Background: an optimization exercise with open tools, aiming at small area and a short achievable clock period. Do not read the settings as production practice. Function was checked by simulation only, so behaviour that the tests miss may differ from the original. No activity file was given, so power comes from the tool's default toggle rates.

## flow/design.v (module list and top-level ports; edited modules follow where they fit)
// module adder32bit: 12 lines
// module shift_unit: 27 lines
// module mux2ig: 3 lines
// module opmux5: 8 lines
// module alu: 827 lines
// module rdport: 25 lines
// module aoi222: 6 lines
// module nand2g: 3 lines
// module nand3g: 3 lines
// module nand4g: 3 lines
// module nor3g: 3 lines
// module nor2g: 3 lines
// module invg: 3 lines
// module xor2g: 3 lines
// module xnor2g: 3 lines
// module hag: 4 lines
// module aoi21g: 3 lines
// module oai21g: 3 lines
// module aoi22g: 3 lines
// module rv32i_datapath: 92 lines
module rv32i_datapath(
  input  logic        i_clk,
  input  logic        i_rst_n,     
  input  logic [31:0] i_instr,
  input  logic [31:0] i_pc,
  input  logic [31:0] i_ld_data,
  input  logic        i_rd_wren,
  input  logic        i_opa_sel,   
  input  logic        i_opb_sel,   
  input  logic [ 3:0] i_alu_op,
  input  logic        i_br_un,
  input  logic        i_wb_sel,    
  output logic [31:0] o_alu_data,
  output logic [31:0] o_rs2_data,
  output logic        o_br_less,
  output logic        o_br_equal
);
  // ...
==> flow/flow/run.sh <==
#!/bin/bash
# Standard ORFS layout with: synthesis's sized-up gates set back to their
# smallest size before floorplan (downsize.tcl), plain buffers on the ports,
# a clock tree without dummy loads and with larger sink clusters, and a
# setup margin that makes repair_timing work on the slowest paths.
set -euo pipefail
bash standard.sh \
  "PRE_FLOORPLAN_TCL=$PWD/flow/downsize.tcl" \
  "CTS_ARGS=-sink_clustering_enable -repair_clock_nets -dont_use_dummy_load -sink_clustering_size 24 -sink_clustering_max_diameter 70" \
  "BUFFER_PORTS_ARGS=-buffer_cell sky130_fd_sc_hd__buf_1" \
  SETUP_SLACK_MARGIN=14.5 \
  finish > flow_make.log 2>&1
==> flow/flow/downsize.tcl <==
# Before floorplan: each combinational cell that synthesis sized up is
# swapped for the smallest cell of its footprint; the resizer sizes up
# again the cells whose timing needs it.
set downsize_map {
  sky130_fd_sc_hd__a2111o_2 sky130_fd_sc_hd__a2111o_1
  sky130_fd_sc_hd__a2111o_4 sky130_fd_sc_hd__a2111o_1
  sky130_fd_sc_hd__a2111oi_1 sky130_fd_sc_hd__a2111oi_0
  sky130_fd_sc_hd__a2111oi_2 sky130_fd_sc_hd__a2111oi_0
  sky130_fd_sc_hd__a2111oi_4 sky130_fd_sc_hd__a2111oi_0
  sky130_fd_sc_hd__a211o_2 sky130_fd_sc_hd__a211o_1
  sky130_fd_sc_hd__a211o_4 sky130_fd_sc_hd__a211o_1
  sky130_fd_sc_hd__a211oi_2 sky130_fd_sc_hd__a211oi_1
  sky130_fd_sc_hd__a211oi_4 sky130_fd_sc_hd__a211oi_1
  sky130_fd_sc_hd__a21bo_4 sky130_fd_sc_hd__a21bo_1
  sky130_fd_sc_hd__a21boi_2 sky130_fd_sc_hd__a21boi_0
  sky130_fd_sc_hd__a21boi_4 sky130_fd_sc_hd__a21boi_0
  sky130_fd_sc_hd__a21o_2 sky130_fd_sc_hd__a21o_1
  sky130_fd_sc_hd__a21o_4 sky130_fd_sc_hd__a21o_1
  sky130_fd_sc_hd__a21oi_2 sky130_fd_sc_hd__a21oi_1
  sky130_fd_sc_hd__a21oi_4 sky130_fd_sc_hd__a21oi_1
  sky130_fd_sc_hd__a221o_2 sky130_fd_sc_hd__a221o_1
  sky130_fd_sc_hd__a221o_4 sky130_fd_sc_hd__a221o_1
  sky130_fd_sc_hd__a221oi_2 sky130_fd_sc_hd__a221oi_1
  sky130_fd_sc_hd__a221oi_4 sky130_fd_sc_hd__a221oi_1
  sky130_fd_sc_hd__a22o_2 sky130_fd_sc_hd__a22o_1
  sky130_fd_sc_hd__a22o_4 sky130_fd_sc_hd__a22o_1
  sky130_fd_sc_hd__a22oi_2 sky130_fd_sc_hd__a22oi_1
  sky130_fd_sc_hd__a22oi_4 sky130_fd_sc_hd__a22oi_1
  sky130_fd_sc_hd__a2bb2o_2 sky130_fd_sc_hd__a2bb2o_1
  sky130_fd_sc_hd__a2bb2o_4 sky130_fd_sc_hd__a2bb2o_1
  sky130_fd_sc_hd__a2bb2oi_2 sky130_fd_sc_hd__a2bb2oi_1
  sky130_fd_sc_hd__a2bb2oi_4 sky130_fd_sc_hd__a2bb2oi_1
  sky130_fd_sc_hd__a311o_2 sky130_fd_sc_hd__a311o_1
  sky130_fd_sc_hd__a311o_4 sky130_fd_sc_hd__a311o_1
  sky130_fd_sc_hd__a311oi_2 sky130_fd_sc_hd__a311oi_1
  sky130_fd_sc_hd__a311oi_4 sky130_fd_sc_hd__a311oi_1
  sky130_fd_sc_hd__a31o_4 sky130_fd_sc_hd__a31o_1
  sky130_fd_sc_hd__a31oi_2 sky130_fd_sc_hd__a31oi_1
  sky130_fd_sc_hd__a31oi_4 sky130_fd_sc_hd__a31oi_1
  sky130_fd_sc_hd__a32o_2 sky130_fd_sc_hd__a32o_1
  sky130_fd_sc_hd__a32o_4 sky130_fd_sc_hd__a32o_1
  sky130_fd_sc_hd__a32oi_2 sky130_fd_sc_hd__a32oi_1
  sky130_fd_sc_hd__a32oi_4 sky130_fd_sc_hd__a32oi_1
  sky130_fd_sc_hd__a41o_2 sky130_fd_sc_hd__a41o_1
  sky130_fd_sc_hd__a41o_4 sky130_fd_sc_hd__a41o_1
  sky130_fd_sc_hd__a41oi_2 sky130_fd_sc_hd__a41oi_1
  sky130_fd_sc_hd__a41oi_4 sky130_fd_sc_hd__a41oi_1
  sky130_fd_sc_hd__and2_2 sky130_fd_sc_hd__and2_0
  sky130_fd_sc_hd__and2_4 sky130_fd_sc_hd__and2_0
  sky130_fd_sc_hd__and2b_2 sky130_fd_sc_hd__and2b_1
  sky130_fd_sc_hd__and2b_4 sky130_fd_sc_hd__and2b_1
  sky130_fd_sc_hd__and3_2 sky130_fd_sc_hd__and3_1
  sky130_fd_sc_hd__and3_4 sky130_fd_sc_hd__and3_1
  sky130_fd_sc_hd__and3b_2 sky130_fd_sc_hd__and3b_1
  sky130_fd_sc_hd__and3b_4 sky130_fd_sc_hd__and3b_1
  sky130_fd_sc_hd__and4_2 sky130_fd_sc_hd__and4_1
  sky130_fd_sc_hd__and4_4 sky130_fd_sc_hd__and4_1
  sky130_fd_sc_hd__and4b_2 sky130_fd_sc_hd__and4b_1
  sky130_fd_sc_hd__and4b_4 sky130_fd_sc_hd__and4b_1
  sky130_fd_sc_hd__and4bb_4 sky130_fd_sc_hd__and4bb_1
  sky130_fd_sc_hd__buf_12 sky130_fd_sc_hd__buf_2
  sky130_fd_sc_hd__buf_16 sky130_fd_sc_hd__buf_2
  sky130_fd_sc_hd__buf_6 sky130_fd_sc_hd__buf_2
  sky130_fd_sc_hd__buf_8 sky130_fd_sc_hd__buf_2
  sky130_fd_sc_hd__fa_2 sky130_fd_sc_hd__fa_1
  sky130_fd_sc_hd__fa_4 sky130_fd_sc_hd__fa_1
  sky130_fd_sc_hd__ha_2 sky130_fd_sc_hd__ha_1
  sky130_fd_sc_hd__ha_4 sky130_fd_sc_hd__ha_1
  sky130_fd_sc_hd__inv_12 sky130_fd_sc_hd__inv_1
  sky130_fd_sc_hd__inv_16 sky130_fd_sc_hd__inv_1
  sky130_fd_sc_hd__inv_4 sky130_fd_sc_hd__inv_1
  sky130_fd_sc_hd__inv_6 sky130_fd_sc_hd__inv_1
  sky130_fd_sc_hd__inv_8 sky130_fd_sc_hd__inv_1
  sky130_fd_sc_hd__maj3_2 sky130_fd_sc_hd__maj3_1
  sky130_fd_sc_hd__maj3_4 sky130_fd_sc_hd__maj3_1
  sky130_fd_sc_hd__mux2_4 sky130_fd_sc_hd__mux2_1
  sky130_fd_sc_hd__mux2_8 sky130_fd_sc_hd__mux2_1
  sky130_fd_sc_hd__mux2i_2 sky130_fd_sc_hd__mux2i_1
  sky130_fd_sc_hd__mux2i_4 sky130_fd_sc_hd__mux2i_1
  sky130_fd_sc_hd__mux4_1 sky130_fd_sc_hd__mux4_2
  sky130_fd_sc_hd__mux4_4 sky130_fd_sc_hd__mux4_2
  sky130_fd_sc_hd__nand2_2 sky130_fd_sc_hd__nand2_1
  sky130_fd_sc_hd__nand2_4 sky130_fd_sc_hd__nand2_1
  sky130_fd_sc_hd__nand2_8 sky130_fd_sc_hd__nand2_1
  sky130_fd_sc_hd__nand2b_2 sky130_fd_sc_hd__nand2b_1
  sky130_fd_sc_hd__nand2b_4 sky130_fd_sc_hd__nand2b_1
  sky130_fd_sc_hd__nand3_2 sky130_fd_sc_hd__nand3_1
  sky130_fd_sc_hd__nand3_4 sky130_fd_sc_hd__nand3_1
  sky130_fd_sc_hd__nand3b_2 sky130_fd_sc_hd__nand3b_1
  sky130_fd_sc_hd__nand3b_4 sky130_fd_sc_hd__nand3b_1
  sky130_fd_sc_hd__nand4_2 sky130_fd_sc_hd__nand4_1
  sky130_fd_sc_hd__nand4_4 sky130_fd_sc_hd__nand4_1
  sky130_fd_sc_hd__nand4b_2 sky130_fd_sc_hd__nand4b_1
  sky130_fd_sc_hd__nand4b_4 sky130_fd_sc_hd__nand4b_1
  sky130_fd_sc_hd__nand4bb_2 sky130_fd_sc_hd__nand4bb_1
  sky130_fd_sc_hd__nand4bb_4 sky130_fd_sc_hd__nand4bb_1
  sky130_fd_sc_hd__nor2_2 sky130_fd_sc_hd__nor2_1
  sky130_fd_sc_hd__nor2_4 sky130_fd_sc_hd__nor2_1
  sky130_fd_sc_hd__nor2_8 sky130_fd_sc_hd__nor2_1
  sky130_fd_sc_hd__nor2b_2 sky130_fd_sc_hd__nor2b_1
  sky130_fd_sc_hd__nor2b_4 sky130_fd_sc_hd__nor2b_1
  sky130_fd_sc_hd__nor3_2 sky130_fd_sc_hd__nor3_1
  sky130_fd_sc_hd__nor3_4 sky130_fd_sc_hd__nor3_1
  sky130_fd_sc_hd__nor3b_2 sky130_fd_sc_hd__nor3b_1
  sky130_fd_sc_hd__nor3b_4 sky130_fd_sc_hd__nor3b_1
  sky130_fd_sc_hd__nor4_2 sky130_fd_sc_hd__nor4_1
  sky130_fd_sc_hd__nor4_4 sky130_fd_sc_hd__nor4_1
  sky130_fd_sc_hd__nor4b_2 sky130_fd_sc_hd__nor4b_1
  sky130_fd_sc_hd__nor4b_4 sky130_fd_sc_hd__nor4b_1
  sky130_fd_sc_hd__nor4bb_2 sky130_fd_sc_hd__nor4bb_1
  sky130_fd_sc_hd__nor4bb_4 sky130_fd_sc_hd__nor4bb_1
  sky130_fd_sc_hd__o2111a_2 sky130_fd_sc_hd__o2111a_1
  sky130_fd_sc_hd__o2111a_4 sky130_fd_sc_hd__o2111a_1
  sky130_fd_sc_hd__o2111ai_2 sky130_fd_sc_hd__o2111ai_1
  sky130_fd_sc_hd__o2111ai_4 sky130_fd_sc_hd__o2111ai_1
  sky130_fd_sc_hd__o211a_4 sky130_fd_sc_hd__o211a_1
  sky130_fd_sc_hd__o211ai_2 sky130_fd_sc_hd__o211ai_1
  sky130_fd_sc_hd__o211ai_4 sky130_fd_sc_hd__o211ai_1
  sky130_fd_sc_hd__o21a_2 sky130_fd_sc_hd__o21a_1
  sky130_fd_sc_hd__o21a_4 sky130_fd_sc_hd__o21a_1
  sky130_fd_sc_hd__o21ai_2 sky130_fd_sc_hd__o21ai_0
  sky130_fd_sc_hd__o21ai_4 sky130_fd_sc_hd__o21ai_0
  sky130_fd_sc_hd__o21ba_4 sky130_fd_sc_hd__o21ba_1
  sky130_fd_sc_hd__o21bai_2 sky130_fd_sc_hd__o21bai_1
  sky130_fd_sc_hd__o21bai_4 sky130_fd_sc_hd__o21bai_1
  sky130_fd_sc_hd__o221a_4 sky130_fd_sc_hd__o221a_1
  sky130_fd_sc_hd__o221ai_2 sky130_fd_sc_hd__o221ai_1
  sky130_fd_sc_hd__o221ai_4 sky130_fd_sc_hd__o221ai_1
  sky130_fd_sc_hd__o22a_2 sky130_fd_sc_hd__o22a_1
  sky130_fd_sc_hd__o22a_4 sky130_fd_sc_hd__o22a_1
  sky130_fd_sc_hd__o22ai_2 sky130_fd_sc_hd__o22ai_1
  sky130_fd_sc_hd__o22ai_4 sky130_fd_sc_hd__o22ai_1
  sky130_fd_sc_hd__o2bb2a_2 sky130_fd_sc_hd__o2bb2a_1
  sky130_fd_sc_hd__o2bb2a_4 sky130_fd_sc_hd__o2bb2a_1
  sky130_fd_sc_hd__o2bb2ai_2 sky130_fd_sc_hd__o2bb2ai_1
  sky130_fd_sc_hd__o2bb2ai_4 sky130_fd_sc_hd__o2bb2ai_1
  sky130_fd_sc_hd__o311a_2 sky130_fd_sc_hd__o311a_1
  sky130_fd_sc_hd__o311a_4 sky130_fd_sc_hd__o311a_1
  sky130_fd_sc_hd__o311ai_2 sky130_fd_sc_hd__o311ai_0
  sky130_fd_sc_hd__o311ai_4 sky130_fd_sc_hd__o311ai_0
  sky130_fd_sc_hd__o31a_2 sky130_fd_sc_hd__o31a_1
  sky130_fd_sc_hd__o31a_4 sky130_fd_sc_hd__o31a_1
  sky130_fd_sc_hd__o31ai_2 sky130_fd_sc_hd__o31ai_1
  sky130_fd_sc_hd__o31ai_4 sky130_fd_sc_hd__o31ai_1
  sky130_fd_sc_hd__o32a_2 sky130_fd_sc_hd__o32a_1
  sky130_fd_sc_hd__o32a_4 sky130_fd_sc_hd__o32a_1
  sky130_fd_sc_hd__o32ai_2 sky130_fd_sc_hd__o32ai_1
  sky130_fd_sc_hd__o32ai_4 sky130_fd_sc_hd__o32ai_1
  sky130_fd_sc_hd__o41a_2 sky130_fd_sc_hd__o41a_1
  sky130_fd_sc_hd__o41a_4 sky130_fd_sc_hd__o41a_1
  sky130_fd_sc_hd__o41ai_2 sky130_fd_sc_hd__o41ai_1
  sky130_fd_sc_hd__o41ai_4 sky130_fd_sc_hd__o41ai_1
  sky130_fd_sc_hd__or2_4 sky130_fd_sc_hd__or2_0
  sky130_fd_sc_hd__or2b_2 sky130_fd_sc_hd__or2b_1
  sky130_fd_sc_hd__or2b_4 sky130_fd_sc_hd__or2b_1
  sky130_fd_sc_hd__or3_2 sky130_fd_sc_hd__or3_1
  sky130_fd_sc_hd__or3_4 sky130_fd_sc_hd__or3_1
  sky130_fd_sc_hd__or3b_4 sky130_fd_sc_hd__or3b_1
  sky130_fd_sc_hd__or4_2 sky130_fd_sc_hd__or4_1
  sky130_fd_sc_hd__or4_4 sky130_fd_sc_hd__or4_1
  sky130_fd_sc_hd__or4b_4 sky130_fd_sc_hd__or4b_1
  sky130_fd_sc_hd__or4bb_2 sky130_fd_sc_hd__or4bb_1
  sky130_fd_sc_hd__or4bb_4 sky130_fd_sc_hd__or4bb_1
  sky130_fd_sc_hd__xnor2_2 sky130_fd_sc_hd__xnor2_1
  sky130_fd_sc_hd__xnor2_4 sky130_fd_sc_hd__xnor2_1
  sky130_fd_sc_hd__xnor3_2 sky130_fd_sc_hd__xnor3_1
  sky130_fd_sc_hd__xnor3_4 sky130_fd_sc_hd__xnor3_1
  sky130_fd_sc_hd__xor2_2 sky130_fd_sc_hd__xor2_1
  sky130_fd_sc_hd__xor2_4 sky130_fd_sc_hd__xor2_1
  sky130_fd_sc_hd__xor3_2 sky130_fd_sc_hd__xor3_1
  sky130_fd_sc_hd__xor3_4 sky130_fd_sc_hd__xor3_1
}
set db [ord::get_db]
set n 0
foreach inst [[ord::get_db_block] getInsts] {
  set name [[$inst getMaster] getName]
  if { [dict exists $downsize_map $name] } {
    set new [$db findMaster [dict get $downsize_map $name]]
    if { $new != "NULL" } {
      $inst swapMaster $new
      incr n
    }
  }
}
puts "downsize: swapped $n cells"
==> flow/standard.sh <==
#!/bin/bash
# synth_recipe.tcl (not shown) runs the flow's synth.tcl, then flattens the netlist and writes it again
# the make line also repeats each setting of config.mk as NAME=value (left out here)
make -C /OpenROAD-flow-scripts/flow DESIGN_CONFIG=/design/flow/config.mk WORK_HOME=/design/flow/orfs CLKGATE_MAP_FILE= SYNTH_SCRIPT=/design/flow/synth_recipe.tcl "${@:-finish}"
==> flow/config.mk <==
export PLATFORM = sky130hd
export DESIGN_NAME = rv32i_datapath
export DESIGN_NICKNAME = rv32i_datapath
export VERILOG_FILES = /design/flow/design.v
export SDC_FILE = /design/flow/constraint.sdc
export NUM_CORES = 4
export LEC_CHECK = 0
export CAP_MARGIN = 20
export CORE_MARGIN = 2
export CORE_UTILIZATION = 62
export PLACE_DENSITY = 0.72
export SLEW_MARGIN = 20
export SYNTH_HIERARCHICAL = 1
export SYNTH_MINIMUM_KEEP_SIZE = 0
==> flow/constraint.sdc <==
create_clock -name core_clock -period 32.0 [get_ports {i_clk}]
set_input_delay 6.4000 -clock core_clock [delete_from_list [all_inputs] [get_ports {i_clk}]]
set_output_delay 6.4000 -clock core_clock [all_outputs]
set_load 0.01 [all_outputs]
==> run notes, run 1 <==
The share of the core filled with cells in the final layout came out at a little under three quarters. The number of pins with negative max-slew slack in the final report is 0. Once the clock tree was built, the resizer swapped between 100 and 150 gates to a different size.

Setup slack on the worst reg-to-reg path comes out at around 26 ns. The clock sink total came out at 1,023. In this run the critical register-to-register path is launched from valid[4]. The worst min-delay path class is reg -> reg. The total length of routed wires came out at around 190,000 um. The cell area after placement came out at ~50,000 um2. The internal power component is about 2.0 mW. The number of placed I/O pins is between 150 and 200.

The startpoint identified for the worst hold timing path is valid[19]. Clock tree buffers and inverters occupy roughly 2.4% of the routed design's cell area. The flow ran to the end and the layout has no timing, DRC or antenna violations. The total global routing overflow is 0.

The area of the multi-input gates came out at around 17,000 um2. In this run, the combinational gates consume 21.6% of the power. For this block, the via count after detailed routing is ~39,000.

Post-CTS timing repair inserted 6 buffers for setup. The largest registers in the layout are mem (992), valid (31). Clock-pin slew was measured on the worst setup and hold paths at 0.09 ns. Leaving out fill and tap cells, the most frequent cells in the layout are 992 x edfxtp_1, 640 x a222oi_1, 232 x mux2i_1.

The row count came out at 100. The slowest stage of the critical path belongs to the cell nand4_1. Data on the critical path arrives at its endpoint at 11.27 ns. The endpoint identified for the worst register-to-register timing path is mem[821]. The worst hold path terminates at valid[19]. The count of buffer and inverter cells on the critical path came out at 3. The overall die width is between 200 and 300 um. The total met3 wirelength after detailed routing came out at about 33,000 um. The delay of the slowest cell on the worst path came out at 0.63 ns. The total power density per cell area is 53.2 nW/um2. The start-to-end type of the worst setup path is in -> out. The cts-stage hold buffer count came out at 0.

The register ranked first by flip-flop count is mem.
==> run 2, diff against run 1 <==
--- a/flow/flow/run.sh
+++ b/flow/flow/run.sh
@@ -6,7 +6,7 @@
 set -euo pipefail
 bash standard.sh \
   "PRE_FLOORPLAN_TCL=$PWD/flow/downsize.tcl" \
-  "CTS_ARGS=-sink_clustering_enable -repair_clock_nets -dont_use_dummy_load -sink_clustering_size 24 -sink_clustering_max_diameter 70" \
+  "CTS_ARGS=-sink_clustering_enable -repair_clock_nets -dont_use_dummy_load -sink_clustering_size 28 -sink_clustering_max_diameter 85" \
   "BUFFER_PORTS_ARGS=-buffer_cell sky130_fd_sc_hd__buf_1" \
   SETUP_SLACK_MARGIN=14.5 \
   finish > flow_make.log 2>&1
--- a/flow/config.mk
+++ b/flow/config.mk
@@ -7,8 +7,8 @@
 export LEC_CHECK = 0
 export CAP_MARGIN = 20
 export CORE_MARGIN = 2
-export CORE_UTILIZATION = 62
-export PLACE_DENSITY = 0.72
+export CORE_UTILIZATION = 55
+export PLACE_DENSITY = 0.65
 export SLEW_MARGIN = 20
 export SYNTH_HIERARCHICAL = 1
 export SYNTH_MINIMUM_KEEP_SIZE = 0
==> run notes, run 2 <==
The flow ran to the end and the layout has no timing, DRC or antenna violations. The detailed-router iteration count before antenna repair came out at 14. The root buffer cell is clkbuf_16. The cts-stage hold buffer count came out at 0 (unchanged). The total power density per cell area was 52.6 nW/um2 (-1.1%).

The critical path is of the in -> out type. The total global routing overflow came out at 0 (unchanged). mem holds more flip-flops than any other register. Dividing the detail-routed wire length by the instance count gives between 40 and 50 um. The number of endpoints failing setup at the final stage came out at 0. The number of warnings printed during yosys synthesis came out at 9. The final critical path takes up a little over half of the cycle. The worst hold path belongs to the class reg -> reg. Setup repair after global routing could not meet its margin everywhere. The clock latency reported for the late side of the worst-skew pair is 0.67 ns. The timing-limited maximum frequency came out at ~0.057 GHz. The row count was 107 (+7.0%). TritonCTS built the clock tree. The worst setup path is launched from an input pin. The effective utilization at floorplan is 55.3%. The top cell types in the final layout, fill and taps aside, are 992 x edfxtp_1, 640 x a222oi_1, 216 x mux2i_1.

The slew at the pin with the worst max-slew slack is 1.10 ns. The number of flip-flops in the largest register is 992. The overall die width came out at 296 um (+6.1%).

The worst relative slew slack is 26.6%. Across the run, the number of max-cap violations was 0. The largest registers in the layout are mem (992), valid (31). The worst endpoint data arrival time is 11.16 ns (-0.11 ns).

The clock tree skew after final layout came out at 0.141 ns. The net count of the finished layout is about 3,700. When the netlist entered floorplanning its net count stood at ~3,400.

The die area came out at 87,700 um2. The standard cell core area came out at between 80,000 and 90,000 um2. The detail-routed via count per cell is ~8.1. The clock passes through at most 3 buffers. The H-tree depth reported by CTS came out at 2. The last weighted congestion value of the routability-driven placer is around 1.1. The number of placed I/O pins came to 173 (unchanged).

The quantity of I/O buffers inserted on ports came out at 172. The peak fanout along the critical path came out at 32. The power after layout came out at 2.79 mW. The post-route netlist has approximately 15% of its cells at a drive strength greater than 1. The all-layer global routing usage came out at 42.9%. The pin count of the biggest net entering global routing came out at 38.

In the final timing run, aggregate negative setup slack is 0 ns. The most frequent standard cell in the layout excluding fill and tap cells is edfxtp_1. The clock-pin transition on the worst setup and hold timing paths is 0.10 ns (about the same). The number of antenna-violating nets in the routed design is 0. The overall via count from detail_route came out at 38,100 (-1.6%).

The starting DRC count in detailed routing came out at 9,112. The maximum vdd drop is between 40 and 50 uV. The first global-routing pass estimated 265,000 um of wire. The number of DRC violations after detailed routing is 0. The number of cells in the design after placement is roughly 4,600. The fill cell total of the finished layout came out at between 6,000 and 7,000. The critical path required time is roughly 26 ns. The number of pins with negative max-slew slack in the final report came out at 0 (unchanged). The total length of routed wires is 194,000 um (+4.6%). The capturing element type of the critical path is a primary output.

The die span in y came out at approximately 300 um. The clock sink total was 1,023 (unchanged). The number of clock buffers inserted by TritonCTS came out at 44.

The number of non-filler instances in the completed layout came out at 4,703. The post-synthesis cell count came out at about 3,200. The number of global-route vias before repair came to about 35,000. The post-route minimum period is around 18 ns.

The number of antenna violations at the first check in global routing is 8. The leakage power figure came out at between 15 and 20 nW. The final count of hold timing violations is 0. After legalization and detailed placement, the total HPWL measured about 130,000 um.

The share of the core filled with cells in the final layout was 62.6% (-8.5 points).
## run 2: where the power goes
| group | internal, mW | switching (mW) | leakage [nW] |
|---|---|---|---|
| registers | 1.53 | 0.0125 | 9.38 |
| clock network | 0.247 | 0.387 | 0.542 |
| logic | 0.183 | 0.434 | 7.69 |
| total | 1.96 | 0.833 | 17.6 |
## run 2: worst paths after layout
| path | startpoint | end | slack (ns) | cells after the start |
|---|---|---|---|---|
| min in group asynchronous | i_rst_n | valid[26] | 5.86 | 1 |
| max reg2reg | valid[1] | mem[282] | 26.29 | 16 |
| max | i_instr[20] | o_alu_data[0] | 14.44 | 21 |
| min reg2reg | valid[25] | valid[25] | 0.49 | 1 |
| min | valid[25] | valid[25] | 0.49 | 1 |
| max in group asynchronous | i_rst_n | valid[5] | 25.38 | 1 |
## run 2: through the flow
stage	hold WS (ns)	cell area [um2]	setup WS (ns)
final	0.494	53100	14.44
after CTS	0.489	52100	14.44
after global placement	0.459	50200	12.80
after floorplan	0.446	46900	15.02
after global routing	0.510	53100	14.46
after detailed placement	0.468	50300	12.73
## run 2: worst max-delay path: stages
cell and delay, ns:
buf_1 0.08, buf_6 0.17, and3b_2 0.26, and3_1 0.19, buf_4 0.27, a222oi_1 0.57, nand4_1 0.40, nor3_1 0.29
buf_4 0.23, mux2i_1 0.11, xor2_1 0.19, ha_2 0.44, nand2_1 0.12, nor2_2 0.21, a21oi_1 0.13, o21ai_1 0.18
a21oi_2 0.08, mux2_2 0.29, a22oi_2 0.17, nand4_1 0.14, buf_2 0.19
## run 2: timing repair
action,4_1_cts,5_1_grt
resized for setup,150,180
gates cloned,1,4
setup buffers,16,20
pin swaps,47,97
endpoints found under the setup margin,34,34
## run 2: layout make-up
type / instances / area, um2 / share of cell area (%)
Inverter: 113 / 428 / 0.805
Clock buffer: 44 / 1100 / 2.07
Multi-Input combinational cell: 2027 / 17300 / 32.6
Sequential cell: 1023 / 30600 / 57.5
Tap cell: 1144 / 1430 / 2.69
Timing Repair Buffer: 347 / 2280 / 4.29
Antenna cell: 4 / 10.0 / 0.0188
Timing Repair inverter: 1 / 5.00 / 0.00942
## run 2: metal layers
layer  part of all wire, %  global-route usage, %
met1                    33                   55.9
met2                    44                   66.2
met3                    16                   12.2
met4                   6.7                   21.2
met5                 0.039                      0

-- static timing again, ports no longer ideal --
The flow's constraints put no driver on any port. The routed layouts listed below were extracted and timed again, unchanged, in two steps.
Step 1, drivers: a clkbuf_16 drives i_clk and a buf_2 each remaining input, both assumed.
Step 2 adds t to the input delays and takes it off the output delays; t is the mean of the earliest and latest rising clock arrival at the registers after step 1. Input paths then give back, and output paths get back, about the clock's delay inside the block.
a / b / c = no drivers / after step 1 / after step 2; a / b = the first two.
run | t (ns) | setup slack, ns | slew at the worst register clock pin (ns)
run 1 | 0.703 | 14.330 / 14.299 / 14.299 | 0.10 / 0.10
run 2 | 0.673 | 14.437 / 14.372 / 14.372 | 0.11 / 0.11
After both steps setup and hold are still met in every run listed. The setup slack of run 2, which loses most, moves by -0.065 ns with the drivers and by -0.065 ns with both steps.
